What follows belongs to an exercise in optimizing a design on an open flow for small area, a short achievable clock period and few clock cycles per item; a production flow would make more cautious choices. The RTL was checked by simulation tests, not by an equivalence proof against the original design. Power figures rest on the tool's default switching activity, not on a simulated workload.

Design alu, start of the top module:
module alu #(
    parameter INST_W = 4,
    parameter INT_W  = 6,
    parameter FRAC_W = 10,
    parameter DATA_W = INT_W + FRAC_W
)(
    input                      i_clk,
    input                      i_rst_n,
    input                      i_in_valid,
    output                     o_busy,
    input         [INST_W-1:0] i_inst,
    input  signed [DATA_W-1:0] i_data_a,
    input  signed [DATA_W-1:0] i_data_b,
    output                     o_out_valid,
    output        [DATA_W-1:0] o_data
);
integer i;
reg        busy_q;
reg        v1;
reg [3:0]  inst1;
reg [15:0] a1, b1;
reg [15:0] asel1;      
reg [7:0]  enc_one, enc_two, enc_neg;
reg [1:0]  icode;      
wire sp_c1 = (i_data_a[15:11] == 5'b00000);             
wire sp_c5 = !i_data_a[15] && !sp_c1;                   
wire sp_c2 = (i_data_a[15:10] == 6'b111111);            
wire sp_c3 = (i_data_a[15:10] == 6'b111110);            
wire sp_c4 = (i_data_a[15:10] == 6'b111101);            
wire [15:0] sp_k = sp_c1 ? 16'd10922 :
                   sp_c2 ? 16'd5461  :
                   sp_c3 ? 16'd3641  :
                   sp_c4 ? 16'd1820  :
                   sp_c5 ? 16'd16384 : 16'd0;
wire        in_sp = (i_inst == 4'd4);
wire [15:0] op_b = in_sp ? sp_k : i_data_b;
wire [16:0] op_bx = {op_b, 1'b0};
wire        take = i_in_valid && !busy_q;
assign o_busy = busy_q;
always @(posedge i_clk or negedge i_rst_n) begin
    if (!i_rst_n) begin
        busy_q <= 1'b1;
        v1     <= 1'b0;
    end else begin
        busy_q <= 1'b0;
        v1     <= take;
    end
end
always @(posedge i_clk) begin
    inst1 <= i_inst;
    a1    <= i_data_a;
    b1    <= op_b;
    for (i = 0; i < 16; i = i + 1)
        asel1[i] <= take && (i_inst == 4'd3) && (i_data_a[3:0] == i);
    icode <= !in_sp ? 2'd0 : (sp_c1 || sp_c2) ? 2'd1 : sp_c3 ? 2'd2 : sp_c4 ? 2'd3 : 2'd0;
    for (i = 0; i < 8; i = i + 1) begin
        enc_one[i] <= op_bx[2*i+1] ^ op_bx[2*i];
        enc_two[i] <= (op_bx[2*i+2] & ~op_bx[2*i+1] & ~op_bx[2*i]) | (~op_bx[2*i+2] & op_bx[2*i+1] & op_bx[2*i]);
        enc_neg[i] <= op_bx[2*i+2];
    end
end
reg        v2;
  ...
==> flow/config.mk <==
export PLATFORM = sky130hd
export DESIGN_NAME = alu
export DESIGN_NICKNAME = alu
export VERILOG_FILES = /design/flow/design.v
export SDC_FILE = /design/flow/constraint.sdc
export NUM_CORES = 4
export LEC_CHECK = 0
export CAP_MARGIN = 20
export CORE_MARGIN = 2
export CORE_UTILIZATION = 40
export SLEW_MARGIN = 20
export SETUP_SLACK_MARGIN = 7
export TNS_END_PERCENT = 30
==> flow/constraint.sdc <==
create_clock -name core_clock -period 10.0 [get_ports {i_clk}]
set_input_delay 2.0000 -clock core_clock [delete_from_list [all_inputs] [get_ports {i_clk}]]
set_output_delay 2.0000 -clock core_clock [all_outputs]
set_load 0.01 [all_outputs]
standard.sh (not shown) runs the stock make flow with config.mk's settings and CLKGATE_MAP_FILE= SYNTH_SCRIPT=/design/flow/synth_recipe.tcl, a recipe that flattens the netlist after the stock synthesis.
==> flow/flow/run.sh <==
#!/bin/bash
cd "$(dirname "$0")/.."
echo "export SETUP_SLACK_MARGIN = 7" >> config.mk
echo "export TNS_END_PERCENT = 30" >> config.mk
bash standard.sh > standard.log 2>&1
The first run produced a clean layout.
Testbench counts at the start, summed over its fixed seeds: cycles 3,224, items 3,200.
Then changed:
==> flow/flow/run.sh (replaced) <==
#!/bin/bash
cd "$(dirname "$0")/.."
cat >> config.mk <<'EOC'
export SETUP_SLACK_MARGIN = 7
export TNS_END_PERCENT = 10
export BUFFER_PORTS_ARGS = -buffer_cell sky130_fd_sc_hd__buf_2
export CTS_ARGS = -sink_clustering_enable -repair_clock_nets -dont_use_dummy_load -sink_clustering_size 22 -sink_clustering_max_diameter 120
EOC
bash standard.sh > standard.log 2>&1
Settings changed: BUFFER_PORTS_ARGS from default to -buffer_cell sky130_fd_sc_hd__buf_2, CTS_ARGS from default to -sink_clustering_enable -repair_clock_nets -dont_use_dummy_load -sink_clustering_size 22 -sink_clustering_max_diameter 120, TNS_END_PERCENT 30 to 10.
Result: Count of clock-buffer cells in the layout is lower by 38; die area is unchanged; setup slack got worse by 0.064 ns; maximum frequency is lower by 1.9%; via count is lower by 3.5%.
Then changed:
==> flow/flow/run.sh (replaced) <==
#!/bin/bash
cd "$(dirname "$0")/.."
echo "export SETUP_SLACK_MARGIN = 7" >> config.mk
echo "export TNS_END_PERCENT = 10" >> config.mk
bash standard.sh > standard.log 2>&1
Settings changed: BUFFER_PORTS_ARGS -buffer_cell sky130_fd_sc_hd__buf_2 to default, CTS_ARGS -sink_clustering_enable -repair_clock_nets -dont_use_dummy_load -sink_clustering_size 22 -sink_clustering_max_diameter 120 to default.
Result:
- hold slack gets better by 0.014 ns
- clock power rose by 83%
- final cell count rose by 3.1%
- final area rose by 6.2%
Then changed:
==> flow/flow/run.sh (replaced) <==
#!/bin/bash
cd "$(dirname "$0")/.."
cat >> config.mk <<'EOC'
export TNS_END_PERCENT = 10
export BUFFER_PORTS_ARGS = -buffer_cell sky130_fd_sc_hd__buf_2
export CTS_ARGS = -sink_clustering_enable -repair_clock_nets -dont_use_dummy_load -sink_clustering_size 22 -sink_clustering_max_diameter 120
EOC
cp config.mk config_cts.mk
echo "export SETUP_SLACK_MARGIN = 6.55" >> config.mk
bash standard.sh cts > standard_cts.log 2>&1
cp config_cts.mk config.mk
echo "export SETUP_SLACK_MARGIN = 6.2" >> config.mk
bash standard.sh finish > standard.log 2>&1
Settings changed: BUFFER_PORTS_ARGS from default to -buffer_cell sky130_fd_sc_hd__buf_2, CTS_ARGS from default to -sink_clustering_enable -repair_clock_nets -dont_use_dummy_load -sink_clustering_size 22 -sink_clustering_max_diameter 120, SETUP_SLACK_MARGIN 7 to 6.2.
Routed wire length goes down by a few percent. Fmax shrinks by a few percent. Setup slack is worse by 0.077 ns. Design area decreases by roughly a tenth. Cell count is lower by a few percent. Clock skew goes up by 0.036 ns. Die area is unchanged. Sequential share of layout area went up by 4.2 points. Critical path depth shrinks by 3. Register-to-register slack got worse by 0.08 ns.
Then changed:
==> flow/flow/run.sh (replaced) <==
#!/bin/bash
cd "$(dirname "$0")/.."
cat >> config.mk <<'EOC'
export SETUP_SLACK_MARGIN = 7
export TNS_END_PERCENT = 10
export BUFFER_PORTS_ARGS = -buffer_cell sky130_fd_sc_hd__buf_2
export CTS_ARGS = -sink_clustering_enable -repair_clock_nets -dont_use_dummy_load
EOC
bash standard.sh > standard.log 2>&1
Settings changed: CTS_ARGS -sink_clustering_enable -repair_clock_nets -dont_use_dummy_load -sink_clustering_size 22 -sink_clustering_max_diameter 120 to -sink_clustering_enable -repair_clock_nets -dont_use_dummy_load, SETUP_SLACK_MARGIN 6.2 to 7.
After rerunning: Non-clock buffer count grows by 116; critical path depth goes up by 3; area after synthesis does not change; maximum frequency is higher by 6.6%; final area went up by 9.0%; count of clock-buffer cells in the layout went up by 25; clock skew came out lower by 0.0058 ns; synthesized cell count does not change; worst setup slack gets better by 0.22 ns; sequential share of layout area went down by 3.5 points.
Then changed:
==> flow/flow/run.sh (replaced) <==
#!/bin/bash
cd "$(dirname "$0")/.."
cat >> config.mk <<'EOC'
export TNS_END_PERCENT = 10
export BUFFER_PORTS_ARGS = -buffer_cell sky130_fd_sc_hd__buf_2
export CTS_ARGS = -sink_clustering_enable -repair_clock_nets -dont_use_dummy_load -sink_clustering_size 22 -sink_clustering_max_diameter 120
EOC
cp config.mk config_cts.mk
echo "export SETUP_SLACK_MARGIN = 6.0" >> config.mk
bash standard.sh cts > standard_cts.log 2>&1
cp config_cts.mk config.mk
echo "export SETUP_SLACK_MARGIN = 6.0" >> config.mk
bash standard.sh finish > standard.log 2>&1
Settings changed: CTS_ARGS -sink_clustering_enable -repair_clock_nets -dont_use_dummy_load to -sink_clustering_enable -repair_clock_nets -dont_use_dummy_load -sink_clustering_size 22 -sink_clustering_max_diameter 120, SETUP_SLACK_MARGIN 7 to 6.0.
What happened: Total power goes down by 13%. Flip-flop and latch count stays the same. Cell count goes down by 4.7%. Count of clock-buffer cells in the layout goes down by 24. Register-to-register slack loses 0.68 ns. Sequential share of layout area goes up by 4.1 points. Utilization goes down by 4.8 points. Routed wire length goes down by 2.9%. Global-route usage goes down by 0.30 points.


alu, a different RTL version from the one above (not shown whole).
Size in the first run: ~3,100 cells after synthesis, roughly 440 flip-flops, about 57 I/O pins.
==> flow/config.mk <==
export PLATFORM = sky130hd
export DESIGN_NAME = alu
export DESIGN_NICKNAME = alu
export VERILOG_FILES = /design/flow/design.v
export SDC_FILE = /design/flow/constraint.sdc
export NUM_CORES = 4
export LEC_CHECK = 0
export ABC_CLOCK_PERIOD_IN_PS = 2500
export CAP_MARGIN = 20
export CORE_MARGIN = 2
export CORE_UTILIZATION = 40
export SETUP_SLACK_MARGIN = 5
export SLEW_MARGIN = 20
==> flow/constraint.sdc <==
create_clock -name core_clock -period 10.0 [get_ports {i_clk}]
set_input_delay 2.0000 -clock core_clock [delete_from_list [all_inputs] [get_ports {i_clk}]]
set_output_delay 2.0000 -clock core_clock [all_outputs]
set_load 0.01 [all_outputs]
run.sh (not shown) runs the stock make flow with config.mk's settings and CLKGATE_MAP_FILE= SYNTH_SCRIPT=/design/flow/synth_recipe.tcl, a recipe that flattens the netlist after the stock synthesis.
Stock flow here: none of the scripts above is used.
The starting point ran to the end with no violations.
Testbench counts at the start, summed over its fixed seeds: cycles 3,224, items 3,200.
Change:
==> flow/flow/run.sh (new file) <==
#!/bin/bash
cd "$(dirname "$0")/.."
echo "export SETUP_SLACK_MARGIN = 7" >> config.mk
bash standard.sh > standard.log 2>&1
==> flow/standard.sh (new file) <==
#!/bin/bash
# synth_recipe.tcl (not shown) runs the flow's synth.tcl, then flattens the netlist and writes it again
# the make line also repeats each setting of config.mk as NAME=value (left out here)
make -C /OpenROAD-flow-scripts/flow DESIGN_CONFIG=/design/flow/config.mk WORK_HOME=/design/flow/orfs CLKGATE_MAP_FILE= SYNTH_SCRIPT=/design/flow/synth_recipe.tcl "${@:-finish}"
- ABC_CLOCK_PERIOD_IN_PS: 2500 -> default
- SETUP_SLACK_MARGIN: 5 -> 7
removed: flow/run.sh
- The changed run went through all stages and came out clean
- clock power increases by about 12%
- clock skew increases by 0.049 ns
- non-clock buffer count increases by 41
- worst setup slack gets worse by 0.077 ns
- count of clock-buffer cells in the layout increases by 3
- wire length increases by 7.9%
- design area increases by 5.4%
- core utilization increases by 2.6 points
- first-iteration DRC count decreases by about 1.2%


alu with an RTL version that a note above also has.
Size: about 2,400 cells after synthesis, about 520 flip-flops, ~57 I/O pins, ~28,000 µm² of cells after synthesis.
==> flow/config.mk <==
export PLATFORM = sky130hd
export DESIGN_NAME = alu
export DESIGN_NICKNAME = alu
export VERILOG_FILES = /design/flow/design.v
export SDC_FILE = /design/flow/constraint.sdc
export NUM_CORES = 4
export LEC_CHECK = 0
export CAP_MARGIN = 20
export CORE_MARGIN = 2
export CORE_UTILIZATION = 40
export SLEW_MARGIN = 20
export TNS_END_PERCENT = 10
export BUFFER_PORTS_ARGS = -buffer_cell sky130_fd_sc_hd__buf_2
export CTS_ARGS = -sink_clustering_enable -repair_clock_nets -dont_use_dummy_load -sink_clustering_size 22 -sink_clustering_max_diameter 120
export SETUP_SLACK_MARGIN = 6.4
==> flow/constraint.sdc <==
create_clock -name core_clock -period 10.0 [get_ports {i_clk}]
set_input_delay 2.0000 -clock core_clock [delete_from_list [all_inputs] [get_ports {i_clk}]]
set_output_delay 2.0000 -clock core_clock [all_outputs]
set_load 0.01 [all_outputs]
standard.sh (not shown) runs the stock make flow with config.mk's settings and CLKGATE_MAP_FILE= SYNTH_SCRIPT=/design/flow/synth_recipe.tcl, a recipe that flattens the netlist after the stock synthesis.
==> flow/flow/run.sh <==
#!/bin/bash
cd "$(dirname "$0")/.."
cat >> config.mk <<'EOC'
export TNS_END_PERCENT = 10
export BUFFER_PORTS_ARGS = -buffer_cell sky130_fd_sc_hd__buf_2
export CTS_ARGS = -sink_clustering_enable -repair_clock_nets -dont_use_dummy_load -sink_clustering_size 22 -sink_clustering_max_diameter 120
EOC
cp config.mk config_cts.mk
echo "export SETUP_SLACK_MARGIN = 6.75" >> config.mk
bash standard.sh cts > standard_cts.log 2>&1
cp config_cts.mk config.mk
echo "export SETUP_SLACK_MARGIN = 6.4" >> config.mk
bash standard.sh finish > standard.log 2>&1
Testbench counts at the start, summed over its fixed seeds: cycles 3,224, items 3,200.
Next try:
--- a/flow/flow/run.sh
+++ b/flow/flow/run.sh
@@ -7,7 +7,7 @@
 EOC
 cp config.mk config_cts.mk
-echo "export SETUP_SLACK_MARGIN = 6.75" >> config.mk
+echo "export SETUP_SLACK_MARGIN = 6.0" >> config.mk
 bash standard.sh cts > standard_cts.log 2>&1
 cp config_cts.mk config.mk
-echo "export SETUP_SLACK_MARGIN = 6.4" >> config.mk
+echo "export SETUP_SLACK_MARGIN = 5.8" >> config.mk
 bash standard.sh finish > standard.log 2>&1
Settings changed: SETUP_SLACK_MARGIN 6.4 to 5.8.
After rerunning: The new run finished with timing, DRC and antenna clean. Global-route usage decreases by 0.58 points. Hold slack degrades by 0.0066 ns. Wire length went down by about 1.5%. Count of clock-buffer cells in the layout came out higher by 1. Maximum frequency drops by about 13%. Register-to-register slack loses 0.54 ns. Die area does not change.
Next try:
--- a/flow/flow/run.sh
+++ b/flow/flow/run.sh
@@ -7,7 +7,7 @@
 EOC
 cp config.mk config_cts.mk
-echo "export SETUP_SLACK_MARGIN = 6.0" >> config.mk
+echo "export SETUP_SLACK_MARGIN = 7" >> config.mk
 bash standard.sh cts > standard_cts.log 2>&1
 cp config_cts.mk config.mk
-echo "export SETUP_SLACK_MARGIN = 5.8" >> config.mk
+echo "export SETUP_SLACK_MARGIN = 6.3" >> config.mk
 bash standard.sh finish > standard.log 2>&1
Settings changed: SETUP_SLACK_MARGIN 5.8 to 6.3.
Count of clock-buffer cells in the layout fell by 2.
Sequential cell count stays the same.
Final cell count rose by a few percent.
Register-to-register slack gains 0.60 ns.
Hold slack stays flat.
Sequential power barely changes.
Via count rose by a few percent.
Power rose by a few percent.
Next try:
==> flow/flow/run.sh (replaced) <==
#!/bin/bash
cd "$(dirname "$0")/.."
cat >> config.mk <<'EOC'
export TNS_END_PERCENT = 20
export BUFFER_PORTS_ARGS = -buffer_cell sky130_fd_sc_hd__buf_2
export CTS_ARGS = -sink_clustering_enable -repair_clock_nets -dont_use_dummy_load -sink_clustering_size 22 -sink_clustering_max_diameter 120
EOC
cp config.mk config_cts.mk
echo "export SETUP_SLACK_MARGIN = 6.55" >> config.mk
bash standard.sh cts > standard_cts.log 2>&1
cp config_cts.mk config.mk
echo "export SETUP_SLACK_MARGIN = 6.2" >> config.mk
bash standard.sh finish > standard.log 2>&1
Settings changed: SETUP_SLACK_MARGIN 6.3 to 6.2, TNS_END_PERCENT 10 to 20.
Result:
- The changed run completed without violations
- die area stays the same
- clock-buffer cell count is higher by 1
- wire length came out lower by a few percent
- flip-flop and latch count is unchanged
- register-to-register slack got worse by 0.08 ns
- fmax came out lower by a few percent
- core utilization fell by 1.1 points
- via count goes down slightly
- final area shrinks by a few percent
- synthesized cell count is unchanged
Next try:
==> flow/flow/run.sh (replaced) <==
#!/bin/bash
cd "$(dirname "$0")/.."
cat >> config.mk <<'EOC'
export TNS_END_PERCENT = 5
export BUFFER_PORTS_ARGS = -buffer_cell sky130_fd_sc_hd__buf_2
export CTS_ARGS = -sink_clustering_enable -repair_clock_nets -dont_use_dummy_load -sink_clustering_size 22 -sink_clustering_max_diameter 120
EOC
cp config.mk config_cts.mk
echo "export SETUP_SLACK_MARGIN = 7.3" >> config.mk
bash standard.sh cts > standard_cts.log 2>&1
cp config_cts.mk config.mk
echo "export SETUP_SLACK_MARGIN = 6.3" >> config.mk
bash standard.sh finish > standard.log 2>&1
Settings changed: SETUP_SLACK_MARGIN 6.2 to 6.3, TNS_END_PERCENT 20 to 5.
Result:
- clock power hardly moves
- final cell count rose slightly
- via count goes up by a few percent

## what the ideal ports hide
How much do the figures lean on ideal ports? The routed layouts below were timed once more, with nothing changed but the port constraints.
Step 1 sets driving cells, clkbuf_16 on the clock port and buf_2 on the other inputs (assumed; they add their load-dependent delay and slew).
Step 2 times the ports against the registers' clock, not the clock port: input delays grow and output delays shrink by t, the midpoint of the rising clock arrivals with the driver on.
a / b / c = no drivers / after step 1 / after step 2; a / b = the first two.
run | t, ns | setup WS [ns] | pins driven straight from the clock port
the first run of note 1 | 0.678 | 6.602 / 6.602 / 6.085 | 1
the second run of note 1 | 0.652 | 6.538 / 6.573 / 5.926 | 1
the third run of note 1 | 0.682 | 6.536 / 6.536 / 5.983 | 1
the fourth run of note 1 | 0.654 | 6.459 / 6.459 / 5.883 | 1
the fifth run of note 1 | 0.653 | 6.677 / 6.677 / 6.054 | 1
the sixth run of note 1 | 0.654 | 6.000 / 6.000 / 5.554 | 1
the first run of note 2 | 0.671 | 4.803 / 4.803 / 4.803 | 1
the second run of note 2 | 0.691 | 4.726 / 4.726 / 4.726 | 1
the first run of note 3 | 0.654 | 6.448 / 6.448 / 5.940 | 1
the second run of note 3 | 0.653 | 5.911 / 5.911 / 5.562 | 1
the third run of note 3 | 0.653 | 6.508 / 6.508 / 5.918 | 1
the fourth run of note 3 | 0.668 | 6.423 / 6.423 / 5.830 | 1
the fifth run of note 3 | 0.651 | 6.433 / 6.433 / 5.917 | 1
After both steps every run listed still meets setup and hold. For the fifth run of note 1, which loses most, drivers alone change the setup slack by 0.000 ns; drivers and shift together by -0.623 ns.
